Context: an optimization exercise on an open-source flow, tuned for small area and a short achievable clock period. The choices shown serve that exercise and are no tape-out recipe.
At most, simulation tests tie the RTL to the original design; equivalence was not proved.
Power figures rest on the tool's default switching activity, not on a simulated workload.

== epsilon ==
==> module cpu_flags, before the edit <==
module cpu_flags(A, fa, pp, ss, zz, parity, sign, zero);
input [7:0] A;
input fa, pp, ss, zz;
output parity, sign, zero;
assign parity = (fa & ~^A) | pp;
assign sign   = (fa & A[7]) | ss;
assign zero   = (fa & ~|A) | zz;
endmodule
==> flow/config.mk <==
export PLATFORM = sky130hd
export DESIGN_NAME = CPU_EEPROM
export DESIGN_NICKNAME = CPU_EEPROM
export VERILOG_FILES = /design/flow/design.v
export SDC_FILE = /design/flow/constraint.sdc
export NUM_CORES = 4
export LEC_CHECK = 0
export ABC_CLOCK_PERIOD_IN_PS = 2500
export CAP_MARGIN = 20
export CORE_MARGIN = 2
export CORE_UTILIZATION = 50
export CTS_CLUSTER_DIAMETER = 100
export CTS_CLUSTER_SIZE = 24
export SETUP_SLACK_MARGIN = 4.5
export SLEW_MARGIN = 50
export SYNTH_HIERARCHICAL = 1
export TNS_END_PERCENT = 0
==> flow/constraint.sdc <==
create_clock -name core_clock -period 7.5 [get_ports {clk}]
set_input_delay 1.5000 -clock core_clock [delete_from_list [all_inputs] [get_ports {clk}]]
set_output_delay 1.5000 -clock core_clock [all_outputs]
set_load 0.01 [all_outputs]
standard.sh (not shown) runs the stock make flow with config.mk's settings and CLKGATE_MAP_FILE= SYNTH_SCRIPT=/design/flow/synth_recipe.tcl, a recipe that flattens the netlist after the stock synthesis.
==> flow/flow/run.sh <==
#!/bin/bash
# Own layout flow: the standard flow (standard.sh), with the port buffers
# that buffer_ports inserts made plain buf_4 cells instead of the default
# delay-buffer cells; synthesis is the standard synthesis, unchanged.
# Each step's full output goes to a log file in the work folder.
set -euo pipefail
bash standard.sh synth > synth.log 2>&1
export BUFFER_PORTS_ARGS="-buffer_cell sky130_fd_sc_hd__buf_4"
bash standard.sh > layout.log 2>&1
For beta, these inputs were changed with respect to epsilon:
--- a/flow/design.v
+++ b/flow/design.v
@@ -87,7 +87,13 @@
 input fa, pp, ss, zz;
 output parity, sign, zero;
-assign parity = (fa & ~^A) | pp;
+cpu_par u_par(.A(A), .fa(fa), .pp(pp), .y(parity));
 assign sign   = (fa & A[7]) | ss;
 assign zero   = (fa & ~|A) | zz;
+endmodule
+module cpu_par(A, fa, pp, y);
+input [7:0] A;
+input fa, pp;
+output y;
+assign y = (fa & ~^A) | pp;
 endmodule
 module cpu_dec(D, u, op2, rst, carry, parity, sign, zero, sa, scar, sb, sc, spc,
==> results.txt <==
- Compared with epsilon, in beta sequential share of layout area up 0.43 points, standard cell area after detailed placement lower, setup slack dropped 0.041 ns, wire length down 1500 µm, fraction of power consumed by the clock network now larger.
- The run showing the greater proportion of power drawn by combinational gates is epsilon.
- Re max-slew violation count: no difference whatsoever between beta and epsilon.
- Net count reported at finish of beta falls short of that of epsilon slightly.
- beta ends up with a total met2 wirelength after detailed routing that is about 5% lower than in epsilon.
- Relative to epsilon, number of standard cells in the final layout excluding fillers decreased by 15 in beta.
- From epsilon to beta the numbers moved as follows: synthesized cell count lower, final hold slack roughly the same.

========
CPU_EEPROM, a different RTL version from the one above (not shown whole).
Size in the first run: ~1400 cells after synthesis, roughly 270 flip-flops, roughly 35 I/O pins, about 16000 um^2 of cells after synthesis.
==> module cpu_flags, before the edit <==
module cpu_flags(A, fa, pp, ss, zz, parity, sign, zero);
input [7:0] A;
input fa, pp, ss, zz;
output parity, sign, zero;
cpu_par u_par(.A(A), .fa(fa), .pp(pp), .y(parity));
assign sign   = (fa & A[7]) | ss;
assign zero   = (fa & ~|A) | zz;
endmodule
==> module cpu_par, before the edit <==
module cpu_par(A, fa, pp, y);
input [7:0] A;
input fa, pp;
output y;
assign y = (fa & ~^A) | pp;
endmodule
==> module cpu_alu, before the edit <==
module cpu_alu(A, B, C, D, op2, r_b, r_c, r_a1, r_b1, r_c1, r_m);
input [7:0] A, B, C, D;
input [5:0] op2;
output [8:0] r_b, r_c, r_a1, r_m;
output [7:0] r_b1, r_c1;
wire sb = D[1];      
wire sc = D[2];      
wire dd = D[5];      
wire s2 = (op2[2:0] == 3'b101) | (op2 == 6'h2C);    
wire [8:0] t_b = {1'b0, A ^ {8{sb}}} + {1'b0, B};
wire [8:0] t_c = {1'b0, A ^ {8{sc}}} + {1'b0, C};
wire [8:0] t_m = {1'b0, A ^ {8{s2}}} + {1'b0, D};
assign r_b  = {t_b[8], t_b[7:0] ^ {8{sb}}};
assign r_c  = {t_c[8], t_c[7:0] ^ {8{sc}}};
assign r_a1 = {1'b0, A} + {1'b0, {7{dd}}, 1'b1};
assign r_b1 = B + {{7{dd}}, 1'b1};
assign r_c1 = C + {{7{dd}}, 1'b1};
assign r_m  = {t_m[8], t_m[7:0] ^ {8{s2}}};
endmodule
==> flow/config.mk <==
export PLATFORM = sky130hd
export DESIGN_NAME = CPU_EEPROM
export DESIGN_NICKNAME = CPU_EEPROM
export VERILOG_FILES = /design/flow/design.v
export SDC_FILE = /design/flow/constraint.sdc
export NUM_CORES = 4
export LEC_CHECK = 0
export ABC_CLOCK_PERIOD_IN_PS = 2500
export CAP_MARGIN = 20
export CORE_MARGIN = 2
export CORE_UTILIZATION = 50
export SETUP_SLACK_MARGIN = 4.5
export SLEW_MARGIN = 50
export SYNTH_HIERARCHICAL = 1
export TNS_END_PERCENT = 0
==> flow/constraint.sdc <==
create_clock -name core_clock -period 7.5 [get_ports {clk}]
set_input_delay 1.5000 -clock core_clock [delete_from_list [all_inputs] [get_ports {clk}]]
set_output_delay 1.5000 -clock core_clock [all_outputs]
set_load 0.01 [all_outputs]
Scripts as last shown in full above: flow/flow/run.sh
Change:
--- a/flow/design.v
+++ b/flow/design.v
@@ -83,21 +83,15 @@
 end
 endmodule
 module cpu_flags(A, fa, pp, ss, zz, parity, sign, zero);
 input [7:0] A;
 input fa, pp, ss, zz;
 output parity, sign, zero;
-cpu_par u_par(.A(A), .fa(fa), .pp(pp), .y(parity));
+assign parity = (fa & ~^A) | pp;
 assign sign   = (fa & A[7]) | ss;
 assign zero   = (fa & ~|A) | zz;
-endmodule
-module cpu_par(A, fa, pp, y);
-input [7:0] A;
-input fa, pp;
-output y;
-assign y = (fa & ~^A) | pp;
 endmodule
 module cpu_dec(D, u, op2, rst, carry, parity, sign, zero, sa, scar, sb, sc, spc,
                f_we, fl, f_keep, push, pop, wr, two, out_we);
 input [7:0] D;
 input u, rst;
 input [5:0] op2;
@@ -165,21 +159,18 @@
 output [8:0] r_b, r_c, r_a1, r_m;
 output [7:0] r_b1, r_c1;
 wire sb = D[1];      
 wire sc = D[2];      
 wire dd = D[5];      
 wire s2 = (op2[2:0] == 3'b101) | (op2 == 6'h2C);    
-wire [8:0] t_b = {1'b0, A ^ {8{sb}}} + {1'b0, B};
-wire [8:0] t_c = {1'b0, A ^ {8{sc}}} + {1'b0, C};
-wire [8:0] t_m = {1'b0, A ^ {8{s2}}} + {1'b0, D};
-assign r_b  = {t_b[8], t_b[7:0] ^ {8{sb}}};
-assign r_c  = {t_c[8], t_c[7:0] ^ {8{sc}}};
+assign r_b  = {1'b0, A} + {1'b0, B ^ {8{sb}}} + {8'd0, sb};
+assign r_c  = {1'b0, A} + {1'b0, C ^ {8{sc}}} + {8'd0, sc};
 assign r_a1 = {1'b0, A} + {1'b0, {7{dd}}, 1'b1};
 assign r_b1 = B + {{7{dd}}, 1'b1};
 assign r_c1 = C + {{7{dd}}, 1'b1};
-assign r_m  = {t_m[8], t_m[7:0] ^ {8{s2}}};
+assign r_m  = {1'b0, A} + {1'b0, D ^ {8{s2}}} + {8'd0, s2};
 endmodule
 module cpu_sela(s, A, B, C, D, top, r_b, r_c, r_a1, r_m, y);
 input [21:0] s;
 input [7:0] A, B, C, D, top, r_b, r_c, r_a1, r_m;
 output [7:0] y;
 wire [7:0] v [21:0];
What happened: Synthesized cell count rose by 1.3%; power is higher by 3.2%; routed wire length is lower by 0.44%; cell count hardly moves; cell area decreases by 1.2%; worst setup slack is better by 42 ps; fmax goes up by 1.2%; die area is about the same; sequential share of layout area is higher by 0.49 points; global-route usage falls by 0.66 points.
For the first run of this note, only the layout was checked, not whether the RTL still works.

========
## lane 4
The RTL this note starts from:
==> flow/design.v <==
module CPU_EEPROM(clk, reset, PC, Data, Out, carry, parity, sign, zero);
input clk, reset;
output reg [12:0] PC;
input [7:0] Data;
output reg [7:0] Out;
output reg carry;
output parity;
output sign;
output zero;
reg        update;
reg [7:0]  A, B, C;
reg [5:0]  op2;           
reg [3:0]  SQ;            
reg [12:0] stk [15:0];
reg fa, pp, ss, zz;
cpu_flags u_flags(.A(A), .fa(fa), .pp(pp), .ss(ss), .zz(zz),
                  .parity(parity), .sign(sign), .zero(zero));
wire [15:0] sqd = 16'd1 << SQ;
wire [12:0] top;
cpu_stkrd u_stkrd(.sel(sqd), .e0(stk[0]), .e1(stk[1]), .e2(stk[2]), .e3(stk[3]),
                  .e4(stk[4]), .e5(stk[5]), .e6(stk[6]), .e7(stk[7]),
                  .e8(stk[8]), .e9(stk[9]), .e10(stk[10]), .e11(stk[11]),
                  .e12(stk[12]), .e13(stk[13]), .e14(stk[14]), .e15(stk[15]), .y(top));
wire [21:0] sa;
wire [3:0]  sc_;
wire [6:0]  sb, scc;
wire [3:0]  spc;
wire f_we, fl, f_keep, push, pop, wr, two, out_we;
cpu_dec u_dec(.D(Data), .u(update), .op2(op2), .rst(reset),
              .carry(carry), .parity(parity), .sign(sign), .zero(zero),
              .sa(sa), .scar(sc_), .sb(sb), .sc(scc), .spc(spc),
              .f_we(f_we), .fl(fl), .f_keep(f_keep),
              .push(push), .pop(pop), .wr(wr), .two(two), .out_we(out_we));
wire [8:0] r_b, r_c, r_a1, r_m;
wire [7:0] r_b1, r_c1;
cpu_alu u_alu(.A(A), .B(B), .C(C), .D(Data), .op2(op2),
              .r_b(r_b), .r_c(r_c), .r_a1(r_a1), .r_b1(r_b1), .r_c1(r_c1), .r_m(r_m));
wire [7:0] A_n, B_n, C_n;
wire       c_n;
wire [12:0] PC_n;
cpu_sela u_sela(.s(sa), .A(A), .B(B), .C(C), .D(Data), .top(top[7:0]),
                .r_b(r_b[7:0]), .r_c(r_c[7:0]), .r_a1(r_a1[7:0]), .r_m(r_m[7:0]), .y(A_n));
cpu_selc u_selc(.s(sc_), .c({r_m[8], r_a1[8], r_c[8], r_b[8]}), .y(c_n));
cpu_selr u_selb(.s(sb), .R(B), .O(C), .A(A), .D(Data), .pm1(r_b1), .y(B_n));
cpu_selr u_selcc(.s(scc), .R(C), .O(B), .A(A), .D(Data), .pm1(r_c1), .y(C_n));
wire [12:0] PC1 = PC + 1'b1;
cpu_selpc u_selpc(.s(spc), .PC(PC), .PC1(PC1), .BC({B[4:0], C}), .top(top), .y(PC_n));
wire [12:0] wd = update ? PC :
                 ~Data[5] ? PC1 :
                 (Data[2] & ~Data[1]) ? {5'd0, B} : {5'd0, A};
genvar gi;
generate for (gi = 0; gi < 16; gi = gi + 1) begin : g_stk
	always @(posedge clk)
		if (reset && wr && sqd[(gi + 1) & 15])
			stk[gi] <= wd;
end endgenerate
always @(posedge clk) begin
	if (!reset) begin
		update <= 0;
		Out <= 0;
		carry <= 0; fa <= 0; pp <= 0; ss <= 0; zz <= 0;
		SQ <= 4'd0;
	end else begin
		update <= two;
		if (out_we) Out <= A;
		if (f_we) begin
			carry <= c_n;
			fa <= fl; pp <= 0; ss <= 0; zz <= 0;
		end
		if (f_keep) begin
			fa <= 0; pp <= parity; ss <= sign; zz <= zero;
		end
		if (push) SQ <= SQ - 1'b1;
		else if (pop) SQ <= SQ + 1'b1;
	end
end
always @(posedge clk) begin
	A <= A_n;
	B <= B_n;
	C <= C_n;
	PC <= PC_n;
	op2 <= Data[5:0];
end
endmodule
module cpu_flags(A, fa, pp, ss, zz, parity, sign, zero);
input [7:0] A;
input fa, pp, ss, zz;
output parity, sign, zero;
assign parity = (fa & ~^A) | pp;
assign sign   = (fa & A[7]) | ss;
assign zero   = (fa & ~|A) | zz;
endmodule
module cpu_dec(D, u, op2, rst, carry, parity, sign, zero, sa, scar, sb, sc, spc,
               f_we, fl, f_keep, push, pop, wr, two, out_we);
input [7:0] D;
input u, rst;
input [5:0] op2;
input carry, parity, sign, zero;
output [21:0] sa;
output [3:0] scar;
output [6:0] sb, sc;
output [3:0] spc;
output f_we, fl, f_keep, push, pop, wr, two, out_we;
wire n = ~u & (D[7:6] == 2'b00);
wire [5:0] o = D[5:0];
function is; input [5:0] x; is = n & (o == x); endfunction
function m2; input [5:0] x; m2 = u & (op2 == x); endfunction
wire i00 = is(6'h00), i01 = is(6'h01), i03 = is(6'h03), i04 = is(6'h04);
wire i06 = is(6'h06), i07 = is(6'h07), i09 = is(6'h09), i0A = is(6'h0A);
wire i0C = is(6'h0C), i0D = is(6'h0D), i0F = is(6'h0F);
wire i10 = is(6'h10), i11 = is(6'h11), i12 = is(6'h12), i13 = is(6'h13);
wire i14 = is(6'h14), i15 = is(6'h15), i16 = is(6'h16), i17 = is(6'h17);
wire i18 = is(6'h18), i19 = is(6'h19), i1A = is(6'h1A), i1B = is(6'h1B);
wire i1C = is(6'h1C), i1D = is(6'h1D), i1E = is(6'h1E), i1F = is(6'h1F);
wire i20 = is(6'h20), i21 = is(6'h21), i22 = is(6'h22), i23 = is(6'h23);
wire i24 = is(6'h24), i25 = is(6'h25), i26 = is(6'h26), i27 = is(6'h27);
wire i28 = is(6'h28), i30 = is(6'h30), i31 = is(6'h31), i32 = is(6'h32);
wire i33 = is(6'h33), i37 = is(6'h37), i38 = is(6'h38), i3A = is(6'h3A);
wire i3B = is(6'h3B), i3C = is(6'h3C), i3D = is(6'h3D), i3E = is(6'h3E);
wire i3F = is(6'h3F);
wire m_add = m2(6'h02) | m2(6'h2B);
wire m_sub = m2(6'h05) | m2(6'h2C);
wire m_or  = m2(6'h08) | m2(6'h2D);
wire m_and = m2(6'h0B) | m2(6'h2E);
wire m_xor = m2(6'h0E) | m2(6'h2F);
wire m_mov = m2(6'h34);
wire m_b   = m2(6'h35);
wire m_c   = m2(6'h36);
wire m_mem = u & ~op2[5];
wire [20:0] sa_w = {m_mov, m_xor, m_and, m_or, m_add | m_sub,
             i3D, i38, i33 | i3B, i30 | i3A, i26, i1D | i20, i1B, i1A,
             i0D, i0C, i0A, i09, i07, i06, i01 | i04, i00 | i03};
wire a_we = (|sa_w) | i23;
assign sa = {22{rst}} & {~a_we, sa_w};
assign scar = {m_add, i1D, i01, i00};
wire b_chg = i1E | i21 | i24 | i27 | i31 | i3C | i3A | i3E | m_b;
assign sb = {7{rst}} & {m_b, i3E, i3A, i31 | i3C, i27, i1E | i21, ~b_chg};
wire c_chg = i1F | i22 | i25 | i28 | i32 | i3C | i3B | i3F | m_c;
assign sc = {7{rst}} & {m_c, i3F, i3B, i32 | i3C, i28, i1F | i22, ~c_chg};
wire call = i14 | (i15 & carry) | (i16 & parity) | (i17 & sign) | (i18 & zero);
wire jmp  = i0F | (i10 & carry) | (i11 & parity) | (i12 & sign) | (i13 & zero) | call;
wire halt = ~u & (D == 8'hFF);
wire hold = halt | m_mem;
assign spc = {4{rst}} & {~hold & ~jmp & ~i19, i19, jmp, hold};
assign f_we   = (|sa_w[11:0]) | i30 | i33 | (|sa_w[20:16]) | i23;
assign fl     = ~i23;
assign f_keep = i38 | i3A | i3B | i3D;
assign push   = call | i37;
assign pop    = i19 | i38;
assign wr     = call | i37 | i3A | i3B | i3C | m_mem;
assign two    = n & ((o == 6'h02) | (o == 6'h05) | (o == 6'h08) | (o == 6'h0B) | (o == 6'h0E) |
                     (o == 6'h2B) | (o == 6'h2C) | (o == 6'h2D) | (o == 6'h2E) | (o == 6'h2F) |
                     (o == 6'h34) | (o == 6'h35) | (o == 6'h36));
assign out_we = i1C;
endmodule
module cpu_alu(A, B, C, D, op2, r_b, r_c, r_a1, r_b1, r_c1, r_m);
input [7:0] A, B, C, D;
input [5:0] op2;
output [8:0] r_b, r_c, r_a1, r_m;
output [7:0] r_b1, r_c1;
wire sb = D[1];      
wire sc = D[2];      
wire dd = D[5];      
wire s2 = (op2[2:0] == 3'b101) | (op2 == 6'h2C);    
assign r_b  = {1'b0, A} + {1'b0, B ^ {8{sb}}} + {8'd0, sb};
assign r_c  = {1'b0, A} + {1'b0, C ^ {8{sc}}} + {8'd0, sc};
assign r_a1 = {1'b0, A} + {1'b0, {7{dd}}, 1'b1};
assign r_b1 = B + {{7{dd}}, 1'b1};
assign r_c1 = C + {{7{dd}}, 1'b1};
assign r_m  = {1'b0, A} + {1'b0, D ^ {8{s2}}} + {8'd0, s2};
endmodule
module cpu_sela(s, A, B, C, D, top, r_b, r_c, r_a1, r_m, y);
input [21:0] s;
input [7:0] A, B, C, D, top, r_b, r_c, r_a1, r_m;
output [7:0] y;
wire [7:0] v [21:0];
assign v[0] = r_b;         assign v[1] = r_c;
assign v[2] = A | B;       assign v[3] = A | C;
assign v[4] = A & B;       assign v[5] = A & C;
assign v[6] = A ^ B;       assign v[7] = A ^ C;
assign v[8] = {A[6:0], A[7]};  assign v[9] = {A[0], A[7:1]};
assign v[10] = r_a1;       assign v[11] = ~A;
assign v[12] = B;          assign v[13] = C;
assign v[14] = top;        assign v[15] = {A[3:0], A[7:4]};
assign v[16] = r_m;        assign v[17] = A | D;
assign v[18] = A & D;      assign v[19] = A ^ D;
assign v[20] = D;         assign v[21] = A;
integer k;
reg [7:0] acc;
always @* begin
	acc = 8'd0;
	for (k = 0; k < 22; k = k + 1)
		acc = acc | (v[k] & {8{s[k]}});
end
assign y = acc;
endmodule
module cpu_selc(s, c, y);
input [3:0] s, c;
output y;
assign y = |(s & c);
endmodule
module cpu_selr(s, R, O, A, D, pm1, y);
input [6:0] s;
input [7:0] R, O, A, D, pm1;
output [7:0] y;
assign y = ({8{s[0]}} & R) | ({8{s[1]}} & pm1) | ({8{s[2]}} & ~R) |
           ({8{s[3]}} & O) | ({8{s[4]}} & A) | ({8{s[5]}} & {R[3:0], R[7:4]}) |
           ({8{s[6]}} & D);
endmodule
module cpu_selpc(s, PC, PC1, BC, top, y);
input [3:0] s;
input [12:0] PC, PC1, BC, top;
output [12:0] y;
assign y = ({13{s[0]}} & PC) | ({13{s[1]}} & BC) | ({13{s[2]}} & top) | ({13{s[3]}} & PC1);
endmodule
module cpu_stkrd(sel, e0, e1, e2, e3, e4, e5, e6, e7, e8, e9, e10, e11, e12, e13, e14, e15, y);
input [15:0] sel;
input [12:0] e0, e1, e2, e3, e4, e5, e6, e7, e8, e9, e10, e11, e12, e13, e14, e15;
output [12:0] y;
assign y = ({13{sel[0]}} & e0) | ({13{sel[1]}} & e1) | ({13{sel[2]}} & e2) | ({13{sel[3]}} & e3) |
           ({13{sel[4]}} & e4) | ({13{sel[5]}} & e5) | ({13{sel[6]}} & e6) | ({13{sel[7]}} & e7) |
           ({13{sel[8]}} & e8) | ({13{sel[9]}} & e9) | ({13{sel[10]}} & e10) | ({13{sel[11]}} & e11) |
           ({13{sel[12]}} & e12) | ({13{sel[13]}} & e13) | ({13{sel[14]}} & e14) | ({13{sel[15]}} & e15);
endmodule
clock: 7.5 ns
lec_check: 0
abc_clock_period_in_ps: 2500
cap_margin: 20
core_margin: 2
core_utilization: 50
setup_slack_margin: 4.5
slew_margin: 50
synth_hierarchical: 1
tns_end_percent: 0
run.sh (not shown) runs the stock make flow with config.mk's settings and CLKGATE_MAP_FILE= SYNTH_SCRIPT=/design/flow/synth_recipe.tcl, a recipe that flattens the netlist after the stock synthesis.
Stock flow here: none of the scripts above is used.
[inputs] lane 1 vs lane 4
--- a/flow/design.v
+++ b/flow/design.v
@@ -25,9 +25,9 @@
 wire [3:0]  sc_;
 wire [6:0]  sb, scc;
 wire [3:0]  spc;
 wire f_we, fl, f_keep, push, pop, wr, two, out_we;
-cpu_dec u_dec(.D(Data), .u(update), .op2(op2), .rst(reset),
+cpu_dec u_dec(.D(Data), .u(update), .op2(op2),
               .carry(carry), .parity(parity), .sign(sign), .zero(zero),
               .sa(sa), .scar(sc_), .sb(sb), .sc(scc), .spc(spc),
               .f_we(f_we), .fl(fl), .f_keep(f_keep),
               .push(push), .pop(pop), .wr(wr), .two(two), .out_we(out_we));
@@ -56,13 +56,18 @@
 end endgenerate
 always @(posedge clk) begin
 	if (!reset) begin
 		update <= 0;
-		Out <= 0;
+		A <= 0; B <= 0; C <= 0; Out <= 0;
 		carry <= 0; fa <= 0; pp <= 0; ss <= 0; zz <= 0;
+		PC <= 0;
 		SQ <= 4'd0;
 	end else begin
 		update <= two;
+		A <= A_n;
+		B <= B_n;
+		C <= C_n;
+		PC <= PC_n;
 		if (out_we) Out <= A;
 		if (f_we) begin
 			carry <= c_n;
 			fa <= fl; pp <= 0; ss <= 0; zz <= 0;
@@ -73,15 +78,10 @@
 		if (push) SQ <= SQ - 1'b1;
 		else if (pop) SQ <= SQ + 1'b1;
 	end
 end
-always @(posedge clk) begin
-	A <= A_n;
-	B <= B_n;
-	C <= C_n;
-	PC <= PC_n;
+always @(posedge clk)
 	op2 <= Data[5:0];
-end
 endmodule
 module cpu_flags(A, fa, pp, ss, zz, parity, sign, zero);
 input [7:0] A;
 input fa, pp, ss, zz;
@@ -89,12 +89,12 @@
 assign parity = (fa & ~^A) | pp;
 assign sign   = (fa & A[7]) | ss;
 assign zero   = (fa & ~|A) | zz;
 endmodule
-module cpu_dec(D, u, op2, rst, carry, parity, sign, zero, sa, scar, sb, sc, spc,
+module cpu_dec(D, u, op2, carry, parity, sign, zero, sa, scar, sb, sc, spc,
                f_we, fl, f_keep, push, pop, wr, two, out_we);
 input [7:0] D;
-input u, rst;
+input u;
 input [5:0] op2;
 input carry, parity, sign, zero;
 output [21:0] sa;
 output [3:0] scar;
@@ -130,19 +130,19 @@
 wire [20:0] sa_w = {m_mov, m_xor, m_and, m_or, m_add | m_sub,
              i3D, i38, i33 | i3B, i30 | i3A, i26, i1D | i20, i1B, i1A,
              i0D, i0C, i0A, i09, i07, i06, i01 | i04, i00 | i03};
 wire a_we = (|sa_w) | i23;
-assign sa = {22{rst}} & {~a_we, sa_w};
+assign sa = {~a_we, sa_w};
 assign scar = {m_add, i1D, i01, i00};
 wire b_chg = i1E | i21 | i24 | i27 | i31 | i3C | i3A | i3E | m_b;
-assign sb = {7{rst}} & {m_b, i3E, i3A, i31 | i3C, i27, i1E | i21, ~b_chg};
+assign sb = {m_b, i3E, i3A, i31 | i3C, i27, i1E | i21, ~b_chg};
 wire c_chg = i1F | i22 | i25 | i28 | i32 | i3C | i3B | i3F | m_c;
-assign sc = {7{rst}} & {m_c, i3F, i3B, i32 | i3C, i28, i1F | i22, ~c_chg};
+assign sc = {m_c, i3F, i3B, i32 | i3C, i28, i1F | i22, ~c_chg};
 wire call = i14 | (i15 & carry) | (i16 & parity) | (i17 & sign) | (i18 & zero);
 wire jmp  = i0F | (i10 & carry) | (i11 & parity) | (i12 & sign) | (i13 & zero) | call;
 wire halt = ~u & (D == 8'hFF);
 wire hold = halt | m_mem;
-assign spc = {4{rst}} & {~hold & ~jmp & ~i19, i19, jmp, hold};
+assign spc = {~hold & ~jmp & ~i19, i19, jmp, hold};
 assign f_we   = (|sa_w[11:0]) | i30 | i33 | (|sa_w[20:16]) | i23;
 assign fl     = ~i23;
 assign f_keep = i38 | i3A | i3B | i3D;
 assign push   = call | i37;
Notes after the runs:
- Lane 1 vs. lane 4: fraction of power consumed by the clock network went up by 1.1 points.
- Summary — global-route wire length before repair, lane 1 relative to lane 4: higher, by 0.88%.
- On number of cells on the critical path, the lower figure sits with lane 4, not lane 1.
- Between lane 1 and lane 4, it is lane 1 whose post-placement cell area is higher, by about 1.4%.
- Lane 4 → lane 1: power dissipated in combinational cells flat, layout-stage area growth over the synthesis result has decreased, maximum frequency from static timing analysis shows an increase of 0.0049 GHz, count of inverters not on the clock network in the layout climbed 3.
- Master of the slowest instance on the critical path = dfxtp_2: lane 4; master of the slowest instance on the critical path = or4_4: lane 1
- Relative to lane 4, met3 usage decreased by 0.27 points in lane 1.
- Lane 1 and lane 4 ended up with nearly the same sequential cell area.
- Lane 1: mux contribution to synthesized area 0.44 points below lane 4
- Lane 1: core box area is 900 µm² higher than what lane 4 reported.
The RTL of lane 1 was laid out without a check of its function.

[port drivers added, routing unchanged]
In the flow no input, the clock included, has a driving cell. The finished layouts below were timed again as built, in two steps. Step 1, drivers: a clkbuf_16 drives clk and a buf_2 each remaining input, both assumed. Step 2 adds t to the input delays and takes it off the output delays; t is the mean of the earliest and latest rising clock arrival at the registers after step 1. Input paths then give back, and output paths get back, about the clock's delay inside the block. a / b / c = no drivers / after step 1 / after step 2; a / b = the first two.
run | t, ns | setup WS [ns] | hold WS [ns] | latest minus earliest clock arrival (ns) | cell pins on the clock port's net
epsilon | 0.554 | 4.133 / 4.058 / 3.503 | 0.528 / 0.528 / 0.528 | 0.026 / 0.025 | 1
beta | 0.553 | 4.092 / 4.035 / 3.482 | 0.526 / 0.526 / 0.526 | 0.033 / 0.033 | 1
the first run of note 2 | 0.615 | 4.031 / 3.902 / 3.287 | 0.522 / 0.522 / 0.522 | 0.030 / 0.031 | 1
the second run of note 2 | 0.603 | 4.073 / 4.022 / 3.488 | 0.520 / 0.520 / 0.520 | 0.026 / 0.025 | 1
lane 4 | 0.593 | 3.979 / 3.956 / 3.364 | 0.520 / 0.520 / 0.520 | 0.017 / 0.017 | 1
lane 1 | 0.612 | 4.039 / 4.006 / 3.422 | 0.518 / 0.518 / 0.518 | 0.024 / 0.024 | 1
After both steps every run listed still meets setup and hold. The setup slack of the first run of note 2, which loses most, moves by -0.129 ns with the drivers and by -0.744 ns with both steps.
